Context: an optimization exercise on an open-source flow, tuned for small area. The choices shown serve that exercise and are no tape-out recipe. In this exercise RTL edits were held to simulation tests only and were not proved equivalent to the original. Power figures rest on the tool's default switching activity, not on a simulated workload.

## flow/config.mk

```make
export PLATFORM = sky130hd
export DESIGN_NAME = comm
export DESIGN_NICKNAME = comm
export VERILOG_FILES = /design/flow/design.v
export SDC_FILE = /design/flow/constraint.sdc
export NUM_CORES = 4
export LEC_CHECK = 0
export CAP_MARGIN = 20
export CORE_MARGIN = 2
export CORE_UTILIZATION = 65
export SLEW_MARGIN = 20
```

## flow/constraint.sdc

```tcl
create_clock -name core_clock -period 10.0 [get_ports {clk}]
set_input_delay 2.0000 -clock core_clock [delete_from_list [all_inputs] [get_ports {clk}]]
set_output_delay 2.0000 -clock core_clock [all_outputs]
set_load 0.01 [all_outputs]
```

## flow/design.v

```verilog
module comm (
     input  wire          clk,
     input  wire          reset_n,
     input  wire [7:0]    phr_psdu_in,
     input  wire          phr_psdu_in_valid,
     output wire          tx_out,
     output wire          tx_out_valid,
     input  wire          rx_in,
     output wire [7:0]    out,
     output wire [1:0]    out_valid
);
    reg        active;
    reg [6:0]  t;       
    reg        sph;     
    reg [4:0]  nb;      
    wire [1:0] g = t[4:3];
    reg [8:0]  pn;
    reg [15:0] crc;
    reg [20:0] ring [0:7];
    wire       sphase = sph;
    wire       crc_ph = (nb[4:2] == 3'b111) && (nb[1] != nb[0]);    
    wire       dphase = sph && !crc_ph;
    wire [2:0] bi = t[2:0];
    wire [7:0] r0, r1, r2;
    genvar gi;
    generate for (gi = 0; gi < 8; gi = gi + 1) begin : rd
        assign r0[gi] = ring[gi][(17 + gi) % 21];
        assign r1[gi] = ring[gi][3 + gi];
        assign r2[gi] = ring[gi][10 + gi];
    end endgenerate
    wire dbit = g[1] ? r2[bi] : g[0] ? r1[bi] : r0[bi];
    localparam [15:0] SFD = 16'hF398;
    wire       hbit = t[6] ? SFD[t[3:0]] : t[0];
    wire       sbit = (dphase ? dbit : ~crc[0]) ^ pn[0];
    assign tx_out_valid = active;
    assign tx_out       = active && (sphase ? sbit : hbit);
    integer k;
    always @(posedge clk) begin
        for (k = 0; k < 8; k = k + 1)
            ring[k] <= {ring[k][19:0], phr_psdu_in_valid ? phr_psdu_in[k] : ring[k][20]};
    end
    always @(posedge clk or negedge reset_n) begin
        if (~reset_n)
            active <= 1'b0;
        else if (!active)
            active <= phr_psdu_in_valid;
        else if (sph && nb == 5'd29 && t[2:0] == 3'd7)
            active <= 1'b0;
    end
    always @(posedge clk) begin
        if (!active) begin
            t   <= 7'd0;
            sph <= 1'b0;
            nb  <= 5'd31;
        end else begin
            if (!sph)
                t <= (t == 7'd79) ? 7'd0 : t + 7'd1;
            else begin
                t[2:0] <= t[2:0] + 3'd1;
                if (t[2:0] == 3'd7)
                    t[4:3] <= (t[4:3] == 2'd2) ? 2'd0 : t[4:3] + 2'd1;
            end
            if (t == 7'd79)
                sph <= 1'b1;
            if (phr_psdu_in_valid)
                nb <= t[4:0];            
            else if (sph && t[2:0] == 3'd7)
                nb <= nb - 5'd1;
        end
    end
    wire crc_fb = dphase ? (crc[0] ^ dbit) : 1'b0;
    always @(posedge clk) begin
        pn  <= {sphase ? pn[0] ^ pn[5] : 1'b1, pn[8:1]};
        crc <= {dphase ? crc_fb : !sphase, crc[15:12], crc[11] ^ crc_fb, crc[10:5], crc[4] ^ crc_fb, crc[3:1]};
    end
    reg  [6:0] kmp;
    reg  [2:0] ibc;         
    reg  [2:0] st;
    reg  [7:0] cnt;
    reg  [8:0] pf;
    reg  [7:0] ib;          
    localparam [15:0] SFD_BITS = 16'hF398;
    reg [6:0] kmp_fb;
    always @(*) begin
        if (!kmp[6])
            kmp_fb = {6'd0, kmp[0]};
        else case (kmp[3:0])
            4'd1:                    kmp_fb = 7'd64;
            4'd2, 4'd6, 4'd11:       kmp_fb = 7'd2;
            4'd4, 4'd8, 4'd13:       kmp_fb = 7'd3;
            4'd0, 4'd5, 4'd10:       kmp_fb = 7'd0;
            default:                 kmp_fb = 7'd1;
        endcase
    end
    wire       kmp_exp = kmp[6] ? SFD_BITS[kmp[3:0]] : kmp[0];
    wire [6:0] kmp_nx  = (rx_in == kmp_exp) ? kmp + 7'd1 : kmp_fb;
    wire match = (kmp == 7'd80);
    wire busy  = (st != 3'd0);
    wire ds    = busy || match;
    wire fire  = (ibc == 3'd0) && busy;
    wire fe    = fire && (st == 3'd7);
    wire hdr   = (st != 3'd0) && (st <= 3'd4);
    wire pay   = (st == 3'd5);
    assign out       = fire ? ib : 8'd0;
    assign out_valid = fire ? {st[2] && !hdr, !pay} : 2'd0;
    always @(posedge clk or negedge reset_n) begin
        if (~reset_n) begin
            kmp <= 7'd0;
            st  <= 3'd0;
        end else begin
            kmp <= (!ds || fe) ? kmp_nx : 7'd0;
            if (match || (fire && !(pay && cnt != 8'd1)))
                st <= st + 3'd1;
        end
    end
    always @(posedge clk) begin
        if (fire)
            cnt <= (st == 3'd1 || (hdr && cnt == 8'd0)) ? ib : cnt - 8'd1;
    end
    always @(posedge clk) begin
        ibc <= ds ? ibc + 3'd1 : 3'd0;
        pf  <= {ds ? pf[0] ^ pf[5] : 1'b1, pf[8:1]};
        ib  <= {rx_in ^ pf[0], ib[7:1]};
    end
endmodule
```

## flow/flow/run.sh

```bash
#!/bin/bash
# Standard layout (the standard.sh, standard synthesis unchanged) with:
# - a leaner clock tree: no dummy loads, clkbuf_8 sink clusters of up to 16
#   flip-flops, clkbuf_4 root and tree levels;
# - the smallest buffer (buf_1) on every input and output port.
# The make output goes to standard.log; ORFS keeps each step's log in orfs/logs.
set -euo pipefail
export CTS_ARGS="-sink_clustering_enable -repair_clock_nets -dont_use_dummy_load -buf_list sky130_fd_sc_hd__clkbuf_4 -root_buf sky130_fd_sc_hd__clkbuf_4 -sink_clustering_buffer sky130_fd_sc_hd__clkbuf_8 -sink_clustering_size 16 -sink_clustering_max_diameter 80"
export BUFFER_PORTS_ARGS="-buffer_cell sky130_fd_sc_hd__buf_1"
bash standard.sh > standard.log 2>&1
```

## flow/standard.sh

```bash
#!/bin/bash
# synth_recipe.tcl (not shown) runs the flow's synth.tcl, then flattens the netlist and writes it again
# the make line also repeats each setting of config.mk as NAME=value (left out here)
make -C /OpenROAD-flow-scripts/flow DESIGN_CONFIG=/design/flow/config.mk WORK_HOME=/design/flow/orfs CLKGATE_MAP_FILE= SYNTH_SCRIPT=/design/flow/synth_recipe.tcl "${@:-finish}"
```

==> results.toml, run 1 <==
[setup_path]
crit_arrival_ns = 3.25
path_class = "reg2out"
crit_path_end_kind = "primary output"
critical_path_required_ns = 8.00
path_delay_family = "multiplexers"
crit_slowest_cell = "dfxtp_1"
crit_path_start_kind = "flip-flop"
worstPathBufferInverterCount = 1
crit_chain = "mux2_2 > mux4_2 > mux4_2 > xnor2_1 > a21oi_1 > buf_1"
critPathMostFrequentCell = "mux4_2"
max_stage_delay_ns = 0.77
cp_max_fo = 19

[sta]
worst_pin_slew_ns = 0.7510
setup_viol = 0
fin_setup_tns_ns = 0
finClkSkew_ns = 0.04419
finalHoldViolCount = 0
slew_headroom = 0.4930
fin_crit_sh = 0.5247
rsz0062_at_grt = "false"
fmax_ghz = 0.1906
drv_slew = 0
period_needed_ns = 5.247

[logic_synthesis]
synth-edff-count = 8
syn-instance-count = 490
synth.distinct_cells = 46
syn_avg_cell_area_um2 = 13.81
ys_ff_latch = 245
yosys.area.top_type_share = 0.6684
ys.flop_type = "dfxtp_1"
syn-num-nets = 521
ys_seq_area_frac = 0.7445
ys_top_cells_by_area = "dfxtp_1, dfrtp_1, edfxtp_1"
syn-cell-area_um2 = 6769
yosysWarnings = 2
synth_top_area_cell = "dfxtp_1"
async_reset_ff_frac = 0.04490

[global_route]
track_usage = 0.1751
grt_antenna_before_repair = 0
grt_overflow = 0
grt_max_degree = 20
grt_pass1_vias = 3278
grt_pass1_wl_um = 15660

[placed_design]
place.gp.congestion = 0.8245
dpl.hpwl_um = 6219
place_inst = 638
numPortBuffers = 23

[drt]
num_vias = 3293
drtPass1Iterations = 5
ant_nets = 0
drc = 0
dr_wl_met3_um = 278
wl_per_cell_um = 14.28
via_per_inst = 4.997
routed.top_layer = "met4"
drtIter0Drc = 174
met2_length_um = 4296
wl_met1_um = 4680
routed_wl_um = 9413

[final_layout]
syn2layout_area_growth_pct = 6.950
fillCellCount = 720
drive_gt1_frac = 0.07839
nNetsFinal = 556
fin_util = 0.7076
final-instance-count-excl-fill = 659
n_antenna_cell = 0

[die]
die_w_um = 106.1
pin_count = 24
core-area_um2 = 10230
die_y_um = 106.1
rows = 37
die_area_um2 = 11250
start_util = 0.6616

[pwr]
p_leak_nw = 3.021
irDropWorstVdd_uv = 182.9
p_total_mw = 2.191
power_density_nw_per_um2 = 302.7

[cts]
cts_buffers = 19
htree_num_levels = 1
postCtsSetupRepairBufs = 0
cts_hold_buf = 0
clk_pin_slew_ns = 0.09
cts.sinks = 245
cts_buffer_depth = 3
cts.repair.resized = 0
cts_root_buffer = "clkbuf_4"
clk_latency_ns = 0.58
cts_tree = "yes"

[flow_run]
cap_violations = 0

[status]
outcome = "timing/DRC/antenna clean"

[worst_hold_path]
min_path_type = "reg2reg"
Yosys cell counts (5+ instances only):
| library cell | instances |
|---|---|
| inv_1 | 22 |
| and3_1 | 9 |
| mux4_2 | 5 |
| nand2b_1 | 6 |
| mux2_1 | 5 |
| nand3_1 | 5 |
| o21ai_0 | 7 |
| nor2b_1 | 9 |
| nor2_1 | 30 |
| xnor2_1 | 16 |
| dfrtp_1 | 11 |
| mux2_2 | 13 |
| edfxtp_1 | 8 |
| xor2_1 | 8 |
| a21oi_1 | 15 |
| dfxtp_1 | 226 |
| ha_1 | 19 |
| mux2i_1 | 5 |
| nand2_1 | 20 |
| clkbuf_1 | 10 |
path summary, 6_finish.rpt:
check	slack [ns]	start	depth (start not counted)	end
worst max-delay path	4.75	t[3]	6	tx_out
worst min-delay path	0.27	ring[5][7]	0	ring[5][8]
worst max register to register	7.23	t[3]	5	crc[3]
worst min register to register	0.27	ring[5][7]	0	ring[5][8]
max in group asynchronous	8.17	reset_n	1	kmp[4]
min in group asynchronous	1.39	reset_n	1	st[2]
state kept, by name (all words and copies together) (netlist names):
| register | count |
|---|---|
| kmp | 7 |
| nb | 5 |
| ibc | 3 |
| ring | 168 |
| crc | 16 |
| st | 3 |
| active | 1 |
| sph | 1 |
| t | 7 |
| cnt | 8 |
| ib | 8 |
| pn | 9 |
| pf | 9 |
worst register-to-register path: stages (launching register included):
cell	delay [ns]
dfxtp_1	0.77
mux2_2	0.41
mux4_2	0.46
mux4_2	0.55
mux2i_2	0.31
xor2_1	0.18
layout by cell type, fill, tap and decap left out, drive strengths merged, types with 4 or more instances in the layout:
cell type	n
dfxtp	226
nor2	30
buf	25
inv	22
nand2	20
ha	19
clkbuf	19
mux2	18
xnor2	16
a21oi	15
dfrtp	11
nor2b	9
and3	9
xor2	8
edfxtp	8
o21ai	7
nand2b	6
mux2i	6
nand3	5
mux4	5
o211ai	4
power breakdown:
group          switching (mW)  internal [mW]
Clock                   0.265          0.156
Sequential              0.136           1.20
Combinational           0.218          0.213
cell families after synthesis:
logic type      share of synthesized area
buf+inv                           0.01941
simple gates                      0.07153
flops                              0.7445
mux                               0.05601
compound gates                    0.04233
fa+ha+maj                         0.03512
xor+xnor                          0.03105
per-stage QoR:
step / area (um2) / hold WS, ns / setup WS (ns)
after detailed placement: 6977 / 0.3121 / 5.356
after global routing: 7239 / 0.2733 / 4.606
final: 7239 / 0.2740 / 4.753
after global placement: 6977 / 0.3096 / 5.378
after CTS: 7219 / 0.2798 / 4.711
after floorplan: 6769 / 0.3096 / 5.922
routing by layer:
layer,GRT usage,vias to the layer above
li1,-,1684
met1,0.2488,1550
met2,0.2797,42
met3,0.02820,17
met4,0.05451,0
met5,0,-
area by class of cell:
type,instances,area [um2],area share
inverter,22,82.58,0.01141
multi-input combinational,212,1598,0.2207
timing repair buffer,25,106.4,0.01469
tap,136,170.2,0.02350
sequential,245,5040,0.6962
clock buffer,19,242.7,0.03353
==> run 2, diff against run 1 <==
--- a/flow/design.v
+++ b/flow/design.v
@@ -115,5 +115,5 @@
     end
     always @(posedge clk) begin
-        if (fire)
+        if (fire && (hdr || pay))
             cnt <= (st == 3'd1 || (hdr && cnt == 8'd0)) ? ib : cnt - 8'd1;
     end
==> run 2 against run 1 <==
Clock-buffer cell count is the same. Via count grew 1.5%. Synthesized area grew 0.35%. Clock power is essentially flat. Global-route usage grew 0.14 points. Wire length grew 1.3%. First-iteration DRC count shrank 23%.
==> results.toml, run 2 <==
[cts]
cts_buffer_depth = 3
cts_root_buffer = "clkbuf_4"
htree_num_levels = 1
postCtsSetupRepairBufs = 0
clk_pin_slew_ns = 0.09
cts_hold_buf = 0
cts_buffers = 19
cts_tree = "yes"
cts.repair.resized = 0
clk_latency_ns = 0.58
cts.sinks = 245

[die]
pin_count = 24
die_area_um2 = 11280
rows = 37
core-area_um2 = 10230
die_y_um = 106.2
start_util = 0.6639
die_w_um = 106.2

[global_route]
grt_overflow = 0
grt_pass1_vias = 3237
grt_max_degree = 18
grt_pass1_wl_um = 15660
grt_antenna_before_repair = 0
track_usage = 0.1764

[pwr]
switchingPower_mw = 0.6157
p_leak_nw = 2.986
swShare = 0.2843
power_density_nw_per_um2 = 299.6
irDropWorstVdd_uv = 213.7
p_clk_frac = 0.195
p_comb_frac = 0.193
p_int_mw = 1.550
p_seq_frac = 0.611

[flow_run]
cap_violations = 0

[drt]
via_per_inst = 5.051
drtIter0Drc = 134
drtPass1Iterations = 4
drc = 0
wl_per_cell_um = 14.41
num_vias = 3344
ant_nets = 0
routed_wl_um = 9540

[logic_synthesis]
syn-instance-count = 496
async_reset_ff_frac = 0.04490
synth-edff-count = 8
yosysWarnings = 2
yosys.area_share.simple = 0.07626
synth.distinct_cells = 47
syn-num-nets = 527
synth_xor_area_frac = 0.03352
yosys.area.top_type_share = 0.6661
ys_top_cells_by_area = "dfxtp_1, dfrtp_1, edfxtp_1"
synth_top_area_cell = "dfxtp_1"
ys_ff_latch = 245
synthAdderAreaFrac = 0.03500
synth_compound_area_frac = 0.04550
syn-cell-area_um2 = 6793
ys.flop_type = "dfxtp_1"
synth_top_family_by_area = "simple AND/OR/NAND/NOR gates"
muxShareOfSynthArea = 0.04808
syn_avg_cell_area_um2 = 13.70
ys_seq_area_frac = 0.7419
ys_top_cells_by_count = "dfxtp_1, nor2_1, nand2_1, a21oi_1, ha_1"
yosysMostFrequentCell = "dfxtp_1"

[sta]
fin_crit_sh = 0.5011
period_needed_ns = 5.011
fmax_ghz = 0.1996
slew_headroom = 0.2706
rsz0062_at_grt = "false"
setup_viol = 0
finalHoldViolCount = 0
finClkSkew_ns = 0.04496
fin_setup_tns_ns = 0
drv_slew = 0
worst_pin_slew_ns = 1.094

[setup_path]
rrSetupSlack_ns = 7.46
r2r-start = "st[0]"
critical_path_required_ns = 8.00
crit_arrival_ns = 3.01
cp_max_fo = 15
crit_path_end_kind = "primary output"
r2r_cells = 6
r2r-end = "cnt[0]"
path_class = "reg2out"
crit_path_start_kind = "flip-flop"

[final_layout]
syn2layout_area_growth_pct = 6.428
reg_top3 = "ring: 168 flops, crc: 16 flops"
fillCellCount = 730
final_common_cell = "dfxtp_1"
top_register = "ring"
drive_gt1_frac = 0.08555
largest_register_ffs = 168
n_antenna_cell = 0
ff_latch_area_um2 = 5040
nNetsFinal = 559
multi_input_area_um2 = 1619
fin_util = 0.7066
final_cell_mix = "dfxtp_1, nor2_1, buf_1, nand2_1"

[worst_hold_path]
worstHoldStart = "ring[1][10]"
min_path_type = "reg2reg"
hold_end = "ring[1][11]"
min_path_cells = 0

[status]
outcome = "timing/DRC/antenna clean"

[placed_design]
place.gp.congestion = 0.7521
dpl.hpwl_um = 6198
numPortBuffers = 23
run 2: changes by cell type in the layout (fill, tap and decap cells not counted), moves of 4 or more:
| cell | delta |
|---|---|
| a21oi_1 | +4 |
| inv_1 | -5 |
| nor3_1 | +5 |
| nand3_1 | +6 |
run 2: kinds of logic after synthesis:
| kind of cell | Yosys count |
|---|---|
| AO/OA/AOI/OAI | 46 |
| XOR/XNOR | 26 |
| adder cells (fa/ha/maj) | 19 |
| multiplexers | 25 |
| AND/OR/NAND/NOR | 105 |
| buffers and inverters | 30 |
| flip-flops | 245 |
run 2: critical path, stage by stage, from the launching register on:
cell and delay, ns:
dfxtp_1 0.71, mux2_2 0.39, mux4_2 0.46, o22ai_2 0.24
nor2_2 0.10, xnor2_1 0.13, a21oi_1 0.19, buf_1 0.19
run 2: how the worst max path moves through the flow:
stage,cells after the start,endpoint,from
2_1_floorplan,8,tx_out,t[3]
3_3_place_gp,7,tx_out,t[3]
3_5_place_dp,7,tx_out,t[3]
4_1_cts,7,tx_out,t[3]
5_1_grt,7,tx_out,t[3]
6_report,7,tx_out,t[3]
run 2: area by class of cell:
cell class / count / area share
Timing Repair Buffer: 24 / 0.01298
Multi-Input combinational cell: 221 / 0.2240
Tap cell: 136 / 0.02354
Inverter: 17 / 0.008827
Clock buffer: 19 / 0.03358
Sequential cell: 245 / 0.6971
run 2: power groups by stage:
| stage | Sequential, mW | Clock (mW) | Combinational (mW) |
|---|---|---|---|
| finish | 1.32 | 0.423 | 0.419 |
| global route | 1.35 | 0.469 | 0.471 |
| CTS | 1.33 | 0.439 | 0.422 |
| detailed placement | 1.35 | 0 | 0.418 |
| global placement | 1.34 | 0 | 0.402 |
| floorplan | 1.28 | 0 | 0.372 |
run 2: through the flow:
step	instance area, um2	setup slack (ns)	power, mW	hold slack [ns]	cells
global route	7229	4.767	2.293	0.2767	662
finish	7229	4.989	2.166	0.2710	662
global placement	6979	5.667	1.739	0.3095	642
floorplan	6793	6.124	1.649	0.3096	496
CTS	7229	4.940	2.188	0.2702	662
detailed placement	6987	5.598	1.764	0.3121	643
run 2: routing by layer:
metal / global-route usage / part of all wire / vias to the layer above
li1: - / - / 1689
met1: 0.2598 / 0.51 / 1595
met2: 0.2665 / 0.44 / 45
met3: 0.03556 / 0.033 / 15
met4: 0.05263 / 0.021 / 0
met5: 0 / 0 / -
==> run 3, diff against run 2 <==
==> flow/flow/run.sh (replaced) <==
#!/bin/bash
# Layout flow: the standard.sh, with
# - synthesis: the standard synthesis, but with an area-oriented ABC script for
#   the combinational logic (flow/synth_area.tcl). The flip-flops (names, count,
#   cell types) are checked against the standard synthesis, which is used
#   instead if they differ;
# - a leaner clock tree: no dummy loads, clkbuf_8 sink clusters of up to 16
#   flip-flops, clkbuf_4 root and tree levels;
# - the smallest buffer (buf_1) on every input and output port.
# Each step's output goes to a log file in this folder (ORFS also keeps each
# step's log in orfs/logs).
set -euo pipefail
work="$PWD"
res="$work/orfs/results/$FLOW_PLATFORM/comm/base"
export CTS_ARGS="-sink_clustering_enable -repair_clock_nets -dont_use_dummy_load -buf_list sky130_fd_sc_hd__clkbuf_4 -root_buf sky130_fd_sc_hd__clkbuf_4 -sink_clustering_buffer sky130_fd_sc_hd__clkbuf_8 -sink_clustering_size 16 -sink_clustering_max_diameter 80"
export BUFFER_PORTS_ARGS="-buffer_cell sky130_fd_sc_hd__buf_1"
export AREA_ABC_SCRIPT="$work/flow/abc_area.script"
export FLOW_SYNTH_TCL="$work/synth_recipe.tcl"

flops() { grep -E '^ *sky130_fd_sc_hd__[a-z0-9_]*(df|dl)[a-z0-9_]* ' "$1" | awk '{sub(/_[0-9]+$/, "", $1); print $1, $2}' | sort; }

# 1. Standard synthesis, kept for reference.
bash standard.sh synth > synth_standard.log 2>&1
cp "$res/1_2_yosys.v" "$work/standard_1_2_yosys.v"

# 2. Area-oriented synthesis: the same make command with synth_area.tcl.
sed -e "s#SYNTH_SCRIPT=[^ ]*#SYNTH_SCRIPT=$work/flow/synth_area.tcl#" standard.sh > area_synth.sh
rm -f "$res"/1_2_yosys.v "$res"/1_2_yosys.sdc "$res"/1_synth.odb "$res"/1_synth.sdc
if bash area_synth.sh synth > synth_area.log 2>&1 \
   && [[ -s "$res/1_2_yosys.v" ]] \
   && [[ "$(flops "$work/standard_1_2_yosys.v")" == "$(flops "$res/1_2_yosys.v")" ]]; then
  echo "area synthesis used" > synth_choice.log
else
  echo "area synthesis failed or changed the flip-flops: standard synthesis used" > synth_choice.log
  rm -f "$res"/1_2_yosys.v "$res"/1_2_yosys.sdc "$res"/1_synth.odb "$res"/1_synth.sdc
  bash standard.sh synth > synth_standard2.log 2>&1
fi

# 3. The rest of the standard layout.
bash standard.sh > standard.log 2>&1
==> flow/flow/abc_area.script (new file) <==
strash
dch -f
amap
topo
==> flow/flow/synth_area.tcl (new file) <==
# The standard synthesis (synth_recipe.tcl, unchanged), except that the
# technology mapping of the combinational logic uses an area-oriented ABC
# script. Flip-flops are mapped before ABC runs, so their names and cell types
# are those of the standard synthesis.
proc abc {args} {
  set i [lsearch -exact $args -script]
  if {$i >= 0} {
    lset args [expr {$i + 1}] $::env(AREA_ABC_SCRIPT)
  }
  yosys abc {*}$args
}
source $::env(FLOW_SYNTH_TCL)
==> run 3 against run 2 <==
Non-clock buffer count down 1. Combinational power down about 20%. Clock-buffer cell count unchanged. Critical endpoint unchanged. Global-route usage up 1.3 points. Die area down 2.9%. Wire length up 5.7%. Critical path depth up 5. Hold slack better by 0.0023 ns. Total power down 5.5%. Clock power about the same. Still clean on timing, DRC and antenna. Clock skew down 0.0022 ns. Synthesized cell count up 3.4%.
==> results.toml, run 3 <==
[logic_synthesis]
syn-cell-area_um2 = 6586
synth.distinct_cells = 36
ys_ff_latch = 245
syn-num-nets = 544
yosysWarnings = 2
ys.flop_type = "dfxtp_1"
async_reset_ff_frac = 0.04490
yosys.area.top_type_share = 0.6869
syn-instance-count = 513
synth-edff-count = 8
synth_top_area_cell = "dfxtp_1"
syn_avg_cell_area_um2 = 12.84
yosysMostFrequentCell = "dfxtp_1"
ys_top_cells_by_area = "dfxtp_1, dfrtp_1, edfxtp_1"
ys_seq_area_frac = 0.7652
ys_top_cells_by_count = "dfxtp_1, clkinv_1, nor2_1, nand2_1, a21oi_1"

[pwr]
switchingPower_mw = 0.5703
swShare = 0.2787
p_comb_frac = 0.164
irDropWorstVdd_uv = 197.4
p_leak_nw = 2.828
power_density_nw_per_um2 = 288.9
p_seq_frac = 0.630
p_int_mw = 1.476
p_clk_frac = 0.206

[setup_path]
crit_slowest_cell = "dfxtp_1"
crit_chain = "clkinv_1 > a22oi_1 > o21ai_0 > a22oi_1 > o32ai_1 > o22a_1 > nor2_1 > a21oi_1 > nor2_1 > a21oi_1 > a221oi_1 > buf_1"
max_stage_delay_ns = 0.68
r2r-end = "kmp[0]"
r2r_cells = 10
crit_path_end_kind = "primary output"
crit_path_start_kind = "flip-flop"
path_class = "reg2out"
rrSetupSlack_ns = 7.25
crit_arrival_ns = 3.21
critical_path_required_ns = 8.00
cp_max_fo = 16
r2r-start = "kmp[0]"

[worst_hold_path]
min_path_type = "reg2reg"
min_path_cells = 0
worstHoldStart = "ring[4][5]"
hold_end = "ring[4][6]"

[sta]
worst_pin_slew_ns = 0.7271
rsz0062_at_grt = "false"
setup_slack_ns = 4.795
fmax_ghz = 0.1921
fin_crit_sh = 0.5205
slew_headroom = 0.5153
fin_setup_tns_ns = 0
drv_slew = 0
setup_viol = 0
period_needed_ns = 5.205
finalHoldViolCount = 0
finClkSkew_ns = 0.04279

[final_layout]
final_common_cell = "dfxtp_1"
largest_register_ffs = 168
final-instance-count-excl-fill = 688
reg_top3 = "ring: 168 flops, crc: 16 flops"
top_register = "ring"
syn2layout_area_growth_pct = 7.523
drive_gt1_frac = 0.03423
final_cell_mix = "dfxtp_1, clkinv_1, nor2_1, buf_1, nand2_1"
nNetsFinal = 588
fin_util = 0.7212
n_antenna_cell = 0
final_area_um2 = 7082

[flow_run]
cap_violations = 0

[cts]
cts.repair.resized = 0
htree_num_levels = 1
cts_root_buffer = "clkbuf_4"
cts_buffer_depth = 3
clk_latency_ns = 0.59
cts_hold_buf = 0
cts.sinks = 245
postCtsSetupRepairBufs = 0
cts_tree = "yes"
cts_buffers = 19
clk_pin_slew_ns = 0.10

[status]
outcome = "timing/DRC/antenna clean"

[die]
pin_count = 24
rows = 36
die_area_um2 = 10950
die_y_um = 104.7
die_w_um = 104.7
core-area_um2 = 9819
start_util = 0.6707

[drt]
ant_nets = 0
drtPass1Iterations = 4
wl_per_cell_um = 14.66
drc = 0
num_vias = 3588
via_per_inst = 5.215
drtIter0Drc = 205
routed_wl_um = 10090

[global_route]
grt_max_degree = 19
track_usage = 0.1895
grt_overflow = 0
grt_antenna_before_repair = 0
grt_pass1_vias = 3546
grt_pass1_wl_um = 16790

[placed_design]
place_worst_setup_slack_ns = 5.441
place.gp.congestion = 0.8839
dpl.hpwl_um = 6792
placed_cell_area_um2 = 6839
place_inst = 669
numPortBuffers = 23
run 3: layout make-up:
type,count,area (um2)
fillers,710,2738
flip-flops and latches,245,5040
inverters,46,172.7
multi-input cells,222,1374
well taps,133,166.4
repair buffers,23,86.33
clock buffers,19,242.7
run 3: how the worst max path moves through the flow:
stage,from,endpoint,slack [ns],cells past startpoint
finish,t[3],tx_out,4.79,12
global route,t[3],tx_out,4.34,12
CTS,t[3],tx_out,4.82,12
detailed placement,t[3],tx_out,5.44,12
global placement,t[3],tx_out,5.54,12
floorplan,t[3],tx_out,5.80,11
run 3: kinds of logic (layout without fill, tap and decap cells):
logic type / Yosys count / count (layout) / share of synthesized area
AND/OR/NAND/NOR: 107 / 107 / 0.07200
XOR/XNOR: 1 / 1 / 0.001330
buffers and inverters: 46 / 88 / 0.02622
flip-flops: 245 / 245 / 0.7652
AO/OA/AOI/OAI: 95 / 95 / 0.09916
adder cells (fa/ha/maj): 19 / 19 / 0.03609
run 3: per-layer routing:
metal / vias to the layer above / wire (um) / track usage
met5: - / 0 / 0
met4: 0 / 175 / 0.05238
met3: 15 / 394 / 0.03431
met2: 58 / 4888 / 0.3221
met1: 1679 / 4627 / 0.2515
li1: 1836 / - / -
run 3: worst max-delay path, delay by kind of cell (launching register included):
kind | cells | cell delay [ns]
compound gates | 8 | 1.27
buf+inv | 2 | 0.49
flops | 1 | 0.68
simple gates | 2 | 0.20
run 3: per-stage QoR:
stage | power, mW | hold WS [ns]
3_3_place_gp | 1.625 | 0.3102
5_1_grt | 2.169 | 0.2847
6_report | 2.046 | 0.2733
2_1_floorplan | 1.536 | 0.3096
4_1_cts | 2.063 | 0.2724
3_5_place_dp | 1.648 | 0.3121
run 3: power groups by stage:
stage	logic [mW]	registers, mW	clock network [mW]
after global placement	0.325	1.30	0
after floorplan	0.263	1.27	0
after CTS	0.337	1.29	0.434
after detailed placement	0.336	1.31	0
after global routing	0.387	1.31	0.469
final	0.335	1.29	0.421
==> run 4, diff against run 3 <==
--- a/flow/flow/run.sh
+++ b/flow/flow/run.sh
@@ -2,7 +2,8 @@
 # Layout flow: the standard.sh, with
 # - synthesis: the standard synthesis, but with an area-oriented ABC script for
-#   the combinational logic (flow/synth_area.tcl). The flip-flops (names, count,
-#   cell types) are checked against the standard synthesis, which is used
-#   instead if they differ;
+#   the combinational logic (flow/synth_area.tcl) and without ORFS's mapping of
+#   adders to half/full-adder cells (ADDER_MAP_FILE empty; ABC maps them). The
+#   flip-flops (names, count, cell types) are checked against the standard
+#   synthesis, which is used instead if they differ;
 # - a leaner clock tree: no dummy loads, clkbuf_8 sink clusters of up to 16
 #   flip-flops, clkbuf_4 root and tree levels;
@@ -24,6 +25,7 @@
 cp "$res/1_2_yosys.v" "$work/standard_1_2_yosys.v"
 
-# 2. Area-oriented synthesis: the same make command with synth_area.tcl.
-sed -e "s#SYNTH_SCRIPT=[^ ]*#SYNTH_SCRIPT=$work/flow/synth_area.tcl#" standard.sh > area_synth.sh
+# 2. Area-oriented synthesis: the same make command with synth_area.tcl and
+#    no adder map.
+sed -e "s#SYNTH_SCRIPT=[^ ]*#SYNTH_SCRIPT=$work/flow/synth_area.tcl ADDER_MAP_FILE=#" standard.sh > area_synth.sh
 rm -f "$res"/1_2_yosys.v "$res"/1_2_yosys.sdc "$res"/1_synth.odb "$res"/1_synth.sdc
 if bash area_synth.sh synth > synth_area.log 2>&1 \
==> run 4 against run 3 <==
Via count is 6.3% lower. Combinational power shrank 14%. Register-to-register slack better by 0.16 ns. Hold slack improved by 0.0062 ns. Largest power group unchanged.
==> results.toml, run 4 <==
[status]
outcome = "timing/DRC/antenna clean"

[setup_path]
crit_slowest_cell = "dfxtp_1"
critical_path_required_ns = 8.00
cp_max_fo = 16
crit_chain = "nor2_1 > a222oi_1 > o32ai_1 > nor2_1 > o21ai_0 > o32a_1 > nor2_1 > a21oi_1 > nor2_1 > a21oi_1 > a211oi_1 > buf_1"
critPathMostFrequentCell = "nor2_1"
crit_arrival_ns = 3.23
max_stage_delay_ns = 0.65
path_class = "reg2out"
crit_path_start_kind = "flip-flop"
crit_path_end_kind = "primary output"

[final_layout]
final_area_um2 = 6766
fin_util = 0.7288
top_register = "ring"
final_common_cell = "dfxtp_1"
final-instance-count-excl-fill = 657
drive_gt1_frac = 0.03598
final_cell_mix = "dfxtp_1, nor2_1, clkinv_1, a21oi_1, buf_1"
nNetsFinal = 542
reg_top3 = "ring: 168 flops, crc: 16 flops"
largest_register_ffs = 168
syn2layout_area_growth_pct = 7.815
n_antenna_cell = 0

[drt]
drtPass1Iterations = 4
via_per_inst = 5.119
drtIter0Drc = 223
ant_nets = 0
num_vias = 3363
routed_wl_um = 9275
drc = 0
wl_per_cell_um = 14.12

[sta]
setup_viol = 0
finClkSkew_ns = 0.04436
fmax_ghz = 0.1913
fin_setup_tns_ns = 0
period_needed_ns = 5.228
slew_headroom = 0.3464
finalHoldViolCount = 0
worst_pin_slew_ns = 0.9702
drv_slew = 0
setup_slack_ns = 4.772
fin_crit_sh = 0.5228
rsz0062_at_grt = "false"
whs_ns = 0.2795

[global_route]
grt_pass1_wl_um = 15340
grt_max_degree = 17
grt_antenna_before_repair = 0
grt_overflow = 0
track_usage = 0.1886
grt_pass1_vias = 3244

[logic_synthesis]
ys_ff_latch = 245
async_reset_ff_frac = 0.04490
yosysWarnings = 2
yosysMostFrequentCell = "dfxtp_1"
ys_top_cells_by_area = "dfxtp_1, dfrtp_1, nor2_1"
syn_avg_cell_area_um2 = 12.91
ys_seq_area_frac = 0.8030
ys.flop_type = "dfxtp_1"
synth.distinct_cells = 31
syn-instance-count = 486
syn-cell-area_um2 = 6276
syn-num-nets = 498
ys_top_cells_by_count = "dfxtp_1, nor2_1, clkinv_1, a21oi_1, nand2_1"
synth-edff-count = 8
synth_top_area_cell = "dfxtp_1"
yosys.area.top_type_share = 0.7209

[cts]
postCtsSetupRepairBufs = 0
htree_num_levels = 1
clk_latency_ns = 0.57
cts_buffer_depth = 3
cts.repair.resized = 0
cts_tree = "yes"
cts_root_buffer = "clkbuf_4"
cts_buffers = 19
cts_hold_buf = 0
cts.sinks = 245
clk_pin_slew_ns = 0.09

[flow_run]
cap_violations = 0

[pwr]
irDropWorstVdd_uv = 212.4
power_density_nw_per_um2 = 287.5
p_total_mw = 1.945
p_leak_nw = 2.666

[die]
start_util = 0.6760
core-area_um2 = 9284
die_w_um = 102.3
die_area_um2 = 10460
rows = 35
pin_count = 24
die_y_um = 102.3

[placed_design]
place.gp.congestion = 0.8577
place_worst_setup_slack_ns = 5.424
dpl.hpwl_um = 6326
placed_cell_area_um2 = 6524
place_inst = 638
numPortBuffers = 23

[worst_hold_path]
min_path_type = "reg2reg"
## run 4: critical path, delay by kind of cell, from the launching register on
kind	cells	cell delay, ns
compound gates	7	1.22
buf+inv	1	0.18
flops	1	0.65
simple gates	4	0.58
## run 4: report_power, final
group          leakage (nW)  switching, mW  internal (mW)
sequential             2.12         0.0800           1.16
combinational         0.418          0.178          0.110
clock                 0.129          0.263          0.157
total                  2.67          0.521           1.42
## run 4: logic make-up (layout without fill, tap and decap cells)
family                 after synthesis  after routing  synth area share
AND/OR/NAND/NOR                    111            111           0.07416
XOR/XNOR                             1              1          0.001396
AO/OA/AOI/OAI                       89             89           0.09749
flip-flops                         245            245            0.8030
buffers and inverters               40             82           0.02392
## run 4: worst paths after layout
kind                                 start          to  slack [ns]  depth (start not counted)
worst max-delay path                  t[4]      tx_out        4.77                         12
worst min-delay path            ring[3][1]  ring[3][2]        0.28                          0
worst max register to register      cnt[0]      cnt[7]        7.41                          6
worst min register to register  ring[3][1]  ring[3][2]        0.28                          0
max in group asynchronous          reset_n      kmp[0]        8.20                          1
min in group asynchronous          reset_n      active        1.39                          1
## run 4: area by class of cell
cell class | count | area, um2
Inverter | 40 | 150.1
Fill cell | 631 | 2517
Multi-Input combinational cell | 201 | 1086
Sequential cell | 245 | 5040
Tap cell | 129 | 161.4
Timing Repair Buffer | 23 | 86.33
Clock buffer | 19 | 242.7
## run 4: layer usage
layer  GRT usage  part of all wire  vias up
li1            -                 -     1733
met4     0.07385             0.023        0
met2      0.3122              0.47       59
met3     0.03215             0.035       19
met1      0.2506              0.47     1552
met5           0                 0        -
==> run 5, diff against run 4 <==
--- a/flow/design.v
+++ b/flow/design.v
@@ -115,5 +115,5 @@
     end
     always @(posedge clk) begin
-        if (fire && (hdr || pay))
+        if (fire)
             cnt <= (st == 3'd1 || (hdr && cnt == 8'd0)) ? ib : cnt - 8'd1;
     end
--- a/flow/flow/run.sh
+++ b/flow/flow/run.sh
@@ -6,5 +6,5 @@
 #   flip-flops (names, count, cell types) are checked against the standard
 #   synthesis, which is used instead if they differ;
-# - a leaner clock tree: no dummy loads, clkbuf_8 sink clusters of up to 16
+# - a leaner clock tree: no dummy loads, clkbuf_8 sink clusters of up to 18
 #   flip-flops, clkbuf_4 root and tree levels;
 # - the smallest buffer (buf_1) on every input and output port.
@@ -14,5 +14,5 @@
 work="$PWD"
 res="$work/orfs/results/$FLOW_PLATFORM/comm/base"
-export CTS_ARGS="-sink_clustering_enable -repair_clock_nets -dont_use_dummy_load -buf_list sky130_fd_sc_hd__clkbuf_4 -root_buf sky130_fd_sc_hd__clkbuf_4 -sink_clustering_buffer sky130_fd_sc_hd__clkbuf_8 -sink_clustering_size 16 -sink_clustering_max_diameter 80"
+export CTS_ARGS="-sink_clustering_enable -repair_clock_nets -dont_use_dummy_load -buf_list sky130_fd_sc_hd__clkbuf_4 -root_buf sky130_fd_sc_hd__clkbuf_4 -sink_clustering_buffer sky130_fd_sc_hd__clkbuf_8 -sink_clustering_size 20 -sink_clustering_max_diameter 80"
 export BUFFER_PORTS_ARGS="-buffer_cell sky130_fd_sc_hd__buf_1"
 export AREA_ABC_SCRIPT="$work/flow/abc_area.script"
--- a/flow/config.mk
+++ b/flow/config.mk
@@ -8,4 +8,4 @@
 export CAP_MARGIN = 20
 export CORE_MARGIN = 2
-export CORE_UTILIZATION = 65
+export CORE_UTILIZATION = 80
 export SLEW_MARGIN = 20
==> run 5 against run 4 <==
Design area is 1.2% lower. Register-to-register slack worse by 0.53 ns. Still clean on timing, DRC and antenna. Clock skew rose by 0.028 ns. Clock-buffer cell count shrank 3. Largest power group unchanged. Sequential share of layout area up 0.89 points. Critical endpoint unchanged. Core utilization is 15 points higher. Sequential cell count unchanged.
==> results.toml, run 5 <==
[logic_synthesis]
yosysMostFrequentCell = "dfxtp_1"
async_reset_ff_frac = 0.04490
synth_top_area_cell = "dfxtp_1"
ys_top_cells_by_area = "dfxtp_1, dfrtp_1, edfxtp_1"
yosysWarnings = 2
ys.flop_type = "dfxtp_1"
synth.distinct_cells = 30
synth-edff-count = 8
ys_seq_area_frac = 0.8046
syn-num-nets = 495
ys_ff_latch = 245
syn-cell-area_um2 = 6264
ys_top_cells_by_count = "dfxtp_1, nor2_1, clkinv_1, a21oi_1, nand2_1"
syn-instance-count = 483
syn_avg_cell_area_um2 = 12.97
yosys.area.top_type_share = 0.7223

[drt]
num_vias = 3732
drtPass1Iterations = 6
ant_nets = 0
drc = 0
drtIter0Drc = 339
wl_per_cell_um = 20.86
routed_wl_um = 13040
via_per_inst = 5.971

[placed_design]
placed_cell_area_um2 = 6485
place_inst = 609
numPortBuffers = 23
dpl.hpwl_um = 7881
place.gp.congestion = 0.8560
place_worst_setup_slack_ns = 5.104

[sta]
fin_crit_sh = 0.5794
slew_headroom = 0.4905
worst_pin_slew_ns = 0.7614
finClkSkew_ns = 0.07277
fin_setup_tns_ns = 0
period_needed_ns = 5.794
drv_slew = 0
rsz0062_at_grt = "false"
setup_slack_ns = 4.206
setup_viol = 0
whs_ns = 0.2571
finalHoldViolCount = 0
fmax_ghz = 0.1726

[setup_path]
crit_slowest_cell = "nor2_1"
crit_path_start_kind = "flip-flop"
path_class = "reg2out"
worstPathBufferInverterCount = 1
crit_path_end_kind = "primary output"
critical_path_required_ns = 8.00
critPathMostFrequentCell = "nor2_1"
path_delay_family = "compound AO/OA/AOI/OAI gates"
crit_arrival_ns = 3.79
crit_chain = "nor2_1 > a222oi_1 > o32ai_1 > nor2_1 > o21ai_0 > o32a_1 > nor2_1 > a21oi_1 > a21oi_1 > a211oi_1 > buf_1"
max_stage_delay_ns = 0.70
cp_max_fo = 16

[die]
die_y_um = 92.49
core-area_um2 = 7647
start_util = 0.8190
pin_count = 24
die_w_um = 92.49
rows = 32
die_area_um2 = 8553

[global_route]
grt_overflow = 0
grt_max_degree = 21
track_usage = 0.3146
grt_antenna_before_repair = 0
grt_pass1_wl_um = 20340
grt_pass1_vias = 3881

[cts]
clk_latency_ns = 0.60
cts_tree = "yes"
cts_hold_buf = 0
cts.repair.resized = 0
cts.sinks = 245
htree_num_levels = 1
cts_buffer_depth = 3
clk_pin_slew_ns = 0.11
cts_buffers = 16
cts_root_buffer = "clkbuf_4"
postCtsSetupRepairBufs = 0

[final_layout]
nNetsFinal = 537
top_register = "ring"
fin_util = 0.8743
final_area_um2 = 6686
drive_gt1_frac = 0.03250
final-instance-count-excl-fill = 625
reg_top3 = "ring: 168 flops, crc: 16 flops"
final_cell_mix = "dfxtp_1, nor2_1, clkinv_1, a21oi_1, buf_1"
largest_register_ffs = 168
n_antenna_cell = 0
final_common_cell = "dfxtp_1"
syn2layout_area_growth_pct = 6.752

[pwr]
power_density_nw_per_um2 = 281.7
p_total_mw = 1.883
irDropWorstVdd_uv = 258.3
p_leak_nw = 2.647

[status]
outcome = "timing/DRC/antenna clean"

[worst_hold_path]
min_path_type = "reg2reg"

[flow_run]
cap_violations = 0
==> run 5: routing by layer <==
layer / global-route usage / wire [um]
met1: 0.3853 / 5213
met2: 0.5554 / 6558
met4: 0.1231 / 495
met3: 0.05696 / 771
met5: 0 / 0
==> run 5: final cells by class <==
cell class	count	area, um2
timing repair buffer	24	93.84
multi-input combinational	196	1066
inverter	42	157.7
clock buffer	16	201.4
tap	102	127.6
fill	291	960.9
sequential	245	5040
==> run 5: cells by family after synthesis <==
logic type             count (synthesis)  share of synthesized area
AO/OA/AOI/OAI                         92                     0.1003
buffers and inverters                 42                    0.02517
flip-flops                           245                     0.8046
XOR/XNOR                               1                   0.001399
AND/OR/NAND/NOR                      103                    0.06852
==> run 5: report_power, final <==
part           internal [mW]  leakage, nW  switching, mW
logic                 0.0812        0.420          0.165
registers               1.15         2.12         0.0846
clock network          0.131        0.107          0.269
==> run 5: worst reg2reg max path, cell delays in order, from the launching register on <==
cell      delay (ns)
dfxtp_1         0.78
nor2_1          0.38
a222oi_1        0.58
o32ai_1         0.19
nor2_1          0.15
o21ai_0         0.11
o32a_1          0.23
xnor2_1         0.18
nor2_1          0.26
nor2_1          0.08
a21oi_1         0.12
==> run 5: path summary, 6_finish.rpt <==
check	endpoint	from	depth (start not counted)	slack [ns]
hold / removal	ring[3][11]	ring[3][10]	0	0.26
hold reg to reg	ring[3][11]	ring[3][10]	0	0.26
setup reg to reg	crc[3]	t[4]	10	6.88
max in group asynchronous	kmp[3]	reset_n	1	8.20
min in group asynchronous	st[2]	reset_n	1	1.42
setup / recovery	tx_out	t[4]	11	4.21
==> run 6, diff against run 5 <==
--- a/flow/config.mk
+++ b/flow/config.mk
@@ -8,4 +8,4 @@
 export CAP_MARGIN = 20
 export CORE_MARGIN = 2
-export CORE_UTILIZATION = 80
+export CORE_UTILIZATION = 65
 export SLEW_MARGIN = 20
==> run 6 against run 5 <==
Critical path depth fell by 1. Hold slack improved by 0.0029 ns. Design area rose by 0.62%. Die area rose by 22%. Clock-buffer cell count did not move. Clock skew fell by 0.016 ns. Register-to-register slack improved by 0.54 ns. Non-clock buffer count rose by 1.
==> results.toml, run 6 <==
[status]
outcome = "timing/DRC/antenna clean"

[setup_path]
rrSetupSlack_ns = 7.42
crit_path_end_kind = "primary output"
r2r_cells = 8
path_class = "reg2out"
crit_arrival_ns = 3.21
crit_path_start_kind = "flip-flop"
r2r-end = "crc[10]"
critical_path_required_ns = 8.00
cp_max_fo = 16
r2r-start = "t[4]"

[worst_hold_path]
min_path_type = "reg2reg"
min_path_cells = 0
hold_end = "ring[3][2]"
worstHoldStart = "ring[3][1]"

[global_route]
grt_pass1_wl_um = 15130
grt_overflow = 0
grt_max_degree = 21
grt_use_met1 = 0.2594
grt_antenna_before_repair = 0
track_usage = 0.1872
grt_pass1_vias = 3223
busiest_layer = "met2"
grt_use_met3 = 0.03146
gr-usage-met2 = 0.3072

[cts]
cts_hold_buf = 0
cts_root_buffer = "clkbuf_4"
htree_num_levels = 1
clk_pin_slew_ns = 0.11
cts_buffer_depth = 3
postCtsSetupRepairBufs = 0
clk_latency_ns = 0.57
cts.repair.resized = 0
cts_tree = "yes"
cts.sinks = 245
cts_buffers = 16

[drt]
drc = 0
ant_nets = 0
wl_per_cell_um = 14.28
num_vias = 3327
routed_wl_um = 9322
drtPass1Iterations = 5
drtIter0Drc = 179
via_per_inst = 5.095

[logic_synthesis]
syn-cell-area_um2 = 6264
syn-num-nets = 495
synth_top_area_cell = "dfxtp_1"
ys.flop_type = "dfxtp_1"
synth.distinct_cells = 30
yosysWarnings = 2
ys_ff_latch = 245
syn-instance-count = 483
ys_seq_area_frac = 0.8046
ys_top_cells_by_count = "dfxtp_1, nor2_1, clkinv_1, a21oi_1, nand2_1"
syn_avg_cell_area_um2 = 12.97
yosys.area.top_type_share = 0.7223
async_reset_ff_frac = 0.04490
synth-edff-count = 8
yosysMostFrequentCell = "dfxtp_1"
ys_top_cells_by_area = "dfxtp_1, dfrtp_1, edfxtp_1"

[die]
die_y_um = 102.2
core-area_um2 = 9284
start_util = 0.6747
pin_count = 24
die_w_um = 102.2
die_area_um2 = 10440
rows = 35

[pwr]
p_comb_frac = 0.118
p_seq_frac = 0.669
p_clk_frac = 0.213
swShare = 0.2537
p_int_mw = 1.363
irDropWorstVdd_uv = 193.4
p_total_mw = 1.827
power_density_nw_per_um2 = 271.5
p_leak_nw = 2.652
switchingPower_mw = 0.4634

[final_layout]
drive_gt1_frac = 0.03435
final_cell_mix = "dfxtp_1, nor2_1, clkinv_1, a21oi_1, buf_1"
final-instance-count-excl-fill = 653
syn2layout_area_growth_pct = 7.411
largest_register_ffs = 168
reg_top3 = "ring: 168 flops, crc: 16 flops"
final_area_um2 = 6728
nNetsFinal = 538
n_antenna_cell = 0
fillCellCount = 634
fin_util = 0.7247
final_common_cell = "dfxtp_1"
top_register = "ring"

[sta]
setup_slack_ns = 4.790
fin_setup_tns_ns = 0
finClkSkew_ns = 0.05664
finalHoldViolCount = 0
setup_viol = 0
drv_slew = 0
rsz0062_at_grt = "false"
worst_pin_slew_ns = 0.6054
period_needed_ns = 5.210
fmax_ghz = 0.1919
whs_ns = 0.2600
fin_crit_sh = 0.5210
slew_headroom = 0.5949

[flow_run]
cap_violations = 0

[placed_design]
dpl.hpwl_um = 6296
place_inst = 637
placed_cell_area_um2 = 6526
numPortBuffers = 23
place_worst_setup_slack_ns = 5.402
place.gp.congestion = 0.8045
## run 6: cell counts after synthesis
No cell type changed its count.
## run 6: cell families after synthesis
| logic type | count (synthesis) | share of synthesized area |
|---|---|---|
| AND/OR/NAND/NOR | 103 | 0.06852 |
| buffers and inverters | 42 | 0.02517 |
| flip-flops | 245 | 0.8046 |
| XOR/XNOR | 1 | 0.001399 |
| AO/OA/AOI/OAI | 92 | 0.1003 |
## run 6: cell type report
type / count / area (um2) / area share
clock buffers: 16 / 201.4 / 0.02994
repair buffers: 25 / 101.3 / 0.01506
multi-input cells: 196 / 1066 / 0.1585
well taps: 129 / 161.4 / 0.02399
inverters: 42 / 157.7 / 0.02343
flip-flops and latches: 245 / 5040 / 0.7491
## run 6: metal layers
metal,vias to the layer above,wire length (um)
met4,0,143
met5,-,0
met3,11,293
li1,1722,-
met2,62,4367
met1,1532,4518
## run 6: worst max-delay path by stage
| stage | from | to | slack, ns | cells past startpoint |
|---|---|---|---|---|
| finish | t[4] | tx_out | 4.79 | 10 |
| global route | t[4] | tx_out | 4.52 | 12 |
| CTS | t[4] | tx_out | 4.80 | 10 |
| detailed placement | t[4] | tx_out | 5.40 | 11 |
| global placement | t[4] | tx_out | 5.54 | 11 |
| floorplan | t[4] | tx_out | 5.86 | 9 |
## run 6: power groups by stage
stage	Clock, mW	Combinational (mW)	Sequential, mW
2_1_floorplan	0	0.163	1.22
3_3_place_gp	0	0.208	1.24
3_5_place_dp	0	0.215	1.25
4_1_cts	0.400	0.216	1.23
5_1_grt	0.434	0.246	1.24
6_report	0.389	0.215	1.22
## run 6: critical path, cell delays in order (launching register included)
cell	delay, ns
dfxtp_1	0.67
nor2_1	0.26
a222oi_1	0.47
o22ai_1	0.15
o32a_1	0.39
nor2_1	0.10
a21oi_1	0.06
nor2_1	0.11
a21oi_1	0.05
a211oi_1	0.24
buf_1	0.18
==> run 7, diff against run 6 <==
--- a/flow/flow/run.sh
+++ b/flow/flow/run.sh
@@ -14,5 +14,5 @@
 work="$PWD"
 res="$work/orfs/results/$FLOW_PLATFORM/comm/base"
-export CTS_ARGS="-sink_clustering_enable -repair_clock_nets -dont_use_dummy_load -buf_list sky130_fd_sc_hd__clkbuf_4 -root_buf sky130_fd_sc_hd__clkbuf_4 -sink_clustering_buffer sky130_fd_sc_hd__clkbuf_8 -sink_clustering_size 20 -sink_clustering_max_diameter 80"
+export CTS_ARGS="-sink_clustering_enable -repair_clock_nets -dont_use_dummy_load -buf_list sky130_fd_sc_hd__clkbuf_4 -root_buf sky130_fd_sc_hd__clkbuf_4 -sink_clustering_buffer sky130_fd_sc_hd__clkbuf_8 -sink_clustering_size 18 -sink_clustering_max_diameter 80"
 export BUFFER_PORTS_ARGS="-buffer_cell sky130_fd_sc_hd__buf_1"
 export AREA_ABC_SCRIPT="$work/flow/abc_area.script"
==> run 7 against run 6 <==
Clock-buffer cell count is 1 higher. Sequential cell count stayed put. Sequential share of layout area is 0.15 points lower. Design area is 0.20% higher. Die area stayed put. Worst setup slack better by 0.052 ns. Via count is 0.45% higher. Total power is 0.61% higher. Clock power is 3% higher. Cell count is 0.15% higher.
==> results.toml, run 7 <==
[pwr]
p_leak_nw = 2.659
power_density_nw_per_um2 = 272.6
irDropWorstVdd_uv = 161.2

[sta]
setup_viol = 0
setup_slack_ns = 4.842
drv_slew = 0
rsz0062_at_grt = "false"
period_needed_ns = 5.158
finalHoldViolCount = 0
slew_headroom = 0.6017
fin_crit_sh = 0.5158
fmax_ghz = 0.1939
worst_pin_slew_ns = 0.5897
finClkSkew_ns = 0.03119
fin_setup_tns_ns = 0

[setup_path]
path_class = "reg2out"
max_stage_delay_ns = 0.54
critPathMostFrequentCell = "nor2_1"
crit_slowest_cell = "nor2_1"
crit_arrival_ns = 3.16
critical_path_required_ns = 8.00
cp_max_fo = 16
crit_path_end_kind = "primary output"
crit_path_start_kind = "flip-flop"
worstPathBufferInverterCount = 1
crit_chain = "nor2_1 > a222oi_1 > o32ai_1 > nor2_1 > o21ai_0 > o32a_1 > nor2_1 > a21oi_1 > a21oi_1 > a211oi_1 > buf_1"
path_delay_family = "compound AO/OA/AOI/OAI gates"

[die]
rows = 35
core-area_um2 = 9284
pin_count = 24
start_util = 0.6747
die_w_um = 102.2
die_y_um = 102.2
die_area_um2 = 10440

[cts]
cts_buffer_depth = 3
htree_num_levels = 1
cts_tree = "yes"
cts_hold_buf = 0
cts.repair.resized = 0
cts_root_buffer = "clkbuf_4"
cts.sinks = 245
clk_latency_ns = 0.56
clk_pin_slew_ns = 0.10
postCtsSetupRepairBufs = 0
cts_buffers = 17

[drt]
drtIter0Drc = 146
via_per_inst = 5.110
drc = 0
wl_per_cell_um = 14.40
ant_nets = 0
drtPass1Iterations = 4
num_vias = 3342
routed_wl_um = 9417

[logic_synthesis]
ys.flop_type = "dfxtp_1"
ys_ff_latch = 245
yosys.area.top_type_share = 0.7223
syn_avg_cell_area_um2 = 12.97
synth.distinct_cells = 30
synth-edff-count = 8
syn-instance-count = 483
syn-num-nets = 495
ys_top_cells_by_area = "dfxtp_1, dfrtp_1, edfxtp_1"
async_reset_ff_frac = 0.04490
ys_seq_area_frac = 0.8046
yosysMostFrequentCell = "dfxtp_1"
yosysWarnings = 2
syn-cell-area_um2 = 6264
synth_top_area_cell = "dfxtp_1"
ys_top_cells_by_count = "dfxtp_1, nor2_1, clkinv_1, a21oi_1, nand2_1"

[placed_design]
place_worst_setup_slack_ns = 5.402
dpl.hpwl_um = 6296
place_inst = 637
numPortBuffers = 23
place.gp.congestion = 0.8045

[global_route]
grt_pass1_wl_um = 15320
grt_antenna_before_repair = 0
grt_max_degree = 19
track_usage = 0.1887
grt_overflow = 0
grt_pass1_vias = 3236

[final_layout]
final-instance-count-excl-fill = 654
final_common_cell = "dfxtp_1"
drive_gt1_frac = 0.03619
syn2layout_area_growth_pct = 7.631
n_antenna_cell = 0
largest_register_ffs = 168
nNetsFinal = 539
top_register = "ring"
final_cell_mix = "dfxtp_1, nor2_1, clkinv_1, a21oi_1, buf_1"
reg_top3 = "ring: 168 flops, crc: 16 flops"
fin_util = 0.7261

[flow_run]
cap_violations = 0

[status]
outcome = "timing/DRC/antenna clean"

[worst_hold_path]
min_path_type = "reg2reg"
run 7: area by class of cell:
cell class                      count  area [um2]
Fill cell                         613        2542
Clock buffer                       17       215.2
Tap cell                          129       161.4
Inverter                           42       157.7
Sequential cell                   245        5040
Multi-Input combinational cell    196        1066
Timing Repair Buffer               25       101.3
run 7: metal layers:
metal / part of all wire / GRT usage / vias to the layer above / wire length, um
met5: 0 / 0 / - / 0
met4: 0.015 / 0.05333 / 0 / 143
met3: 0.037 / 0.03146 / 13 / 350
met1: 0.48 / 0.2660 / 1557 / 4547
met2: 0.46 / 0.3062 / 46 / 4375
li1: - / - / 1726 / -
run 7: logic make-up (layout without fill, tap and decap cells):
logic type | after synthesis | in the layout | share of synthesized area
buf+inv | 42 | 84 | 0.02517
simple gates | 103 | 103 | 0.06852
compound gates | 92 | 92 | 0.1003
flops | 245 | 245 | 0.8046
xor+xnor | 1 | 1 | 0.001399
run 7: per-stage QoR:
stage | cell area [um2] | hold slack [ns] | total power, mW
floorplan | 6264 | 0.3096 | 1.380
global placement | 6526 | 0.3101 | 1.445
detailed placement | 6526 | 0.3121 | 1.460
CTS | 6741 | 0.2985 | 1.855
global route | 6741 | 0.2950 | 1.934
finish | 6741 | 0.2932 | 1.838
run 7: where the power goes:
part	switching [mW]	internal [mW]	total (mW)
combinational	0.133	0.0813	0.215
clock	0.261	0.139	0.400
sequential	0.0719	1.15	1.22
run 7: path summary, 6_finish.rpt:
path / start / to / slack (ns) / cells after the start
setup / recovery: t[4] / tx_out / 4.84 / 11
hold / removal: ring[3][16] / ring[3][17] / 0.29 / 0
setup reg to reg: t[4] / crc[10] / 7.52 / 8
hold reg to reg: ring[3][16] / ring[3][17] / 0.29 / 0
max in group asynchronous: reset_n / kmp[6] / 8.20 / 1
min in group asynchronous: reset_n / kmp[3] / 1.41 / 1
run 7: worst reg2reg max path, stage by stage (launching register included):
cell	delay, ns
dfxtp_1	0.66
nor2_1	0.27
a222oi_1	0.41
o22ai_1	0.14
o32a_1	0.39
xnor2_1	0.16
nor2_1	0.22
nor2_1	0.07
a21oi_1	0.11
==> run 8, diff against run 7 <==
--- a/flow/design.v
+++ b/flow/design.v
@@ -77,5 +77,7 @@
     reg  [2:0] ibc;         
     reg  [2:0] st;
-    reg  [7:0] cnt;
+    reg  [7:0] cnt;         
+    reg        cld;         
+    reg        cbr;         
     reg  [8:0] pf;
     reg  [7:0] ib;          
@@ -110,11 +112,15 @@
         end else begin
             kmp <= (!ds || fe) ? kmp_nx : 7'd0;
-            if (match || (fire && !(pay && cnt != 8'd1)))
+            if (match || (fire && !(pay && cnt != 8'd0)))
                 st <= st + 3'd1;
         end
     end
+    wire       cnt_ld = match ? 1'b1 :
+                        fire  ? ((st == 3'd1 || st == 3'd2 || st == 3'd3) && cnt == 8'd0) : cld;
+    wire       cnt_br = (match || fire) ? 1'b1 : cbr;
     always @(posedge clk) begin
-        if (fire)
-            cnt <= (st == 3'd1 || (hdr && cnt == 8'd0)) ? ib : cnt - 8'd1;
+        cld <= cnt_ld;
+        cbr <= cnt_br && !cnt[0];
+        cnt <= {cnt_ld ? rx_in ^ pf[0] : cnt[0] ^ cnt_br, cnt[7:1]};
     end
     always @(posedge clk) begin
==> run 8 against run 7 <==
Still clean on timing, DRC and antenna. Design area is 2.8% lower. Critical path depth decreased by 1. Clock power hardly changed. Sequential power barely moved. Total power down 2.9%. Register-to-register slack got worse by 0.40 ns. Maximum frequency barely moved. Sequential share of layout area is 1.5 points higher. Critical path type unchanged. Largest power group unchanged.
==> results.toml, run 8 <==
[pwr]
irDropWorstVdd_uv = 163.6
power_density_nw_per_um2 = 272.3
p_leak_nw = 2.609
p_total_mw = 1.785

[cts]
cts.sinks = 247
postCtsSetupRepairBufs = 0
cts.repair.resized = 0
cts_buffers = 17
cts_root_buffer = "clkbuf_4"
cts_hold_buf = 0
htree_num_levels = 1
clk_latency_ns = 0.59
clk_pin_slew_ns = 0.10
cts_tree = "yes"
cts_buffer_depth = 3

[logic_synthesis]
ys_top_cells_by_count = "dfxtp_1, nor2_1, clkinv_1, a21oi_1, nand2_1"
synth_top_area_cell = "dfxtp_1"
synth-edff-count = 0
ys_seq_area_frac = 0.8177
yosysMostFrequentCell = "dfxtp_1"
async_reset_ff_frac = 0.04453
syn-cell-area_um2 = 6115
ys_top_cells_by_area = "dfxtp_1, dfrtp_1, nor2_1"
syn-num-nets = 469
synth.distinct_cells = 31
yosysWarnings = 2
syn-instance-count = 457
ys.flop_type = "dfxtp_1"
syn_avg_cell_area_um2 = 13.38
ys_ff_latch = 247
yosys.area.top_type_share = 0.7727

[sta]
fin_setup_tns_ns = 0
fmax_ghz = 0.1938
rsz0062_at_grt = "false"
period_needed_ns = 5.161
worst_pin_slew_ns = 0.8157
finalHoldViolCount = 0
drv_slew = 0
setup_viol = 0
finClkSkew_ns = 0.05175
slew_headroom = 0.4504
fin_crit_sh = 0.5161

[worst_hold_path]
min_path_cells = 0
min_path_type = "reg2reg"

[setup_path]
crit_path_end_kind = "primary output"
cp_max_fo = 16
critPathMostFrequentCell = "nor2_1"
worst-path-stages = 10
rrSetupSlack_ns = 7.12
worstPathBufferInverterCount = 1
crit_arrival_ns = 3.16
path_class = "reg2out"
critical_path_required_ns = 8.00
max_stage_delay_ns = 0.66
crit_slowest_cell = "dfxtp_1"
crit_chain = "nor2_1 > a222oi_1 > o32ai_1 > nor2_1 > o21ai_0 > o32a_1 > o22ai_1 > a21oi_1 > a211oi_1 > buf_1"
path_delay_family = "compound AO/OA/AOI/OAI gates"
crit_path_start_kind = "flip-flop"
r2r_cells = 10

[drt]
num_vias = 3143
drc = 0
routed_wl_um = 8742
via_per_inst = 5.169
wl_per_cell_um = 14.38
drtIter0Drc = 137
ant_nets = 0
drtPass1Iterations = 6

[placed_design]
place.gp.congestion = 0.8667
dpl.hpwl_um = 5792
numPortBuffers = 23

[final_layout]
largest_register_ffs = 168
n_antenna_cell = 0
top_register = "ring"
final_cell_mix = "dfxtp_1, nor2_1, clkinv_1, a21oi_1, buf_1"
nNetsFinal = 511
syn2layout_area_growth_pct = 7.203
fin_util = 0.7128
drive_gt1_frac = 0.03421
reg_top3 = "ring: 168 flops, crc: 16 flops"
final_common_cell = "dfxtp_1"

[die]
die_w_um = 101.0
die_area_um2 = 10200
pin_count = 24
core-area_um2 = 9196
rows = 35
start_util = 0.6649
die_y_um = 101.0

[global_route]
track_usage = 0.1836
grt_max_degree = 19
grt_pass1_vias = 3069
grt_antenna_before_repair = 0
grt_overflow = 0
grt_pass1_wl_um = 14630

[status]
outcome = "timing/DRC/antenna clean"

[flow_run]
cap_violations = 0
-- run 8: changes by cell type in the layout (fill, tap and decap cells not counted), moves of 3 or more --
cell and delta:
clkinv_1 -5, dfxtp_1 +10, edfxtp_1 -8, nand2_1 -3, nand3_1 -3, nor2_1 -12, nor2b_1 +7, o211ai_1 -4
o21ai_0 -5, o221ai_1 +3, o22ai_1 -4
-- run 8: path summary, 6_finish.rpt --
check / startpoint / end
max: t[4] / tx_out
min: ring[0][12] / ring[0][13]
max reg2reg: kmp[0] / kmp[6]
min reg2reg: ring[0][12] / ring[0][13]
max in group asynchronous: reset_n / st[2]
min in group asynchronous: reset_n / kmp[1]
-- run 8: area by class of cell --
class / instances / area [um2]
Multi-Input combinational cell: 173 / 975.9
Timing Repair Buffer: 23 / 86.33
Sequential cell: 247 / 5000
Clock buffer: 17 / 215.2
Fill cell: 661 / 2641
Tap cell: 111 / 138.9
Inverter: 37 / 138.9
-- run 8: through the flow --
| step | instance area, um2 | instances | hold slack [ns] | worst slack (ns) |
|---|---|---|---|---|
| finish | 6555 | 608 | 0.2923 | 4.839 |
| global route | 6555 | 608 | 0.2899 | 4.506 |
| CTS | 6555 | 608 | 0.2794 | 4.876 |
| detailed placement | 6340 | 591 | 0.3121 | 5.500 |
| global placement | 6340 | 591 | 0.3097 | 5.615 |
| floorplan | 6115 | 457 | 0.3096 | 5.899 |
-- run 8: where the power goes --
part / internal [mW] / total, mW / switching (mW)
Combinational: 0.0656 / 0.166 / 0.100
Sequential: 1.15 / 1.22 / 0.0677
Clock: 0.140 / 0.400 / 0.260
Total: 1.36 / 1.79 / 0.428
-- run 8: kinds of logic after synthesis --
group,count (synthesis),share of synthesized area
flops,247,0.8177
buf+inv,37,0.02271
compound gates,80,0.09351
simple gates,93,0.06609
-- run 8: per-layer routing --
| metal | wire, um | global-route usage | vias to the layer above |
|---|---|---|---|
| met5 | 0 | 0 | - |
| met4 | 195 | 0.05509 | 0 |
| met3 | 324 | 0.03606 | 17 |
| met2 | 3977 | 0.2969 | 59 |
| met1 | 4245 | 0.2537 | 1432 |
| li1 | - | - | 1635 |

[what the ideal ports hide]
No port has a modelled driver above. Below, the same layouts with a new extraction and two added sets of constraints. Step 1, drivers: a clkbuf_16 drives clk and a buf_2 each remaining input, both assumed. Step 2, shift: input delay + t, output delay - t, t = (earliest + latest rising clock arrival at the registers) / 2. This alone moves slack from input paths to output paths. a / b / c = ideal ports / drivers / drivers and shift; a / b = the first two.
| run | shift t [ns] | setup WS [ns] | clock arrival spread, ns | pins driven straight from the clock port |
|---|---|---|---|---|
| run 1 | 0.595 | 4.753 / 4.721 / 5.316 | 0.047 / 0.046 | 1 |
| run 2 | 0.589 | 4.989 / 4.957 / 5.546 | 0.047 / 0.047 | 1 |
| run 3 | 0.607 | 4.795 / 4.763 / 5.370 | 0.048 / 0.048 | 1 |
| run 4 | 0.583 | 4.772 / 4.742 / 5.325 | 0.058 / 0.058 | 1 |
| run 5 | 0.592 | 4.206 / 4.180 / 4.772 | 0.074 / 0.074 | 1 |
| run 6 | 0.572 | 4.790 / 4.762 / 5.334 | 0.061 / 0.061 | 1 |
| run 7 | 0.578 | 4.842 / 4.811 / 5.389 | 0.032 / 0.031 | 1 |
| run 8 | 0.596 | 4.839 / 4.808 / 5.404 | 0.052 / 0.052 | 1 |
After both steps setup and hold are still met in every run listed.
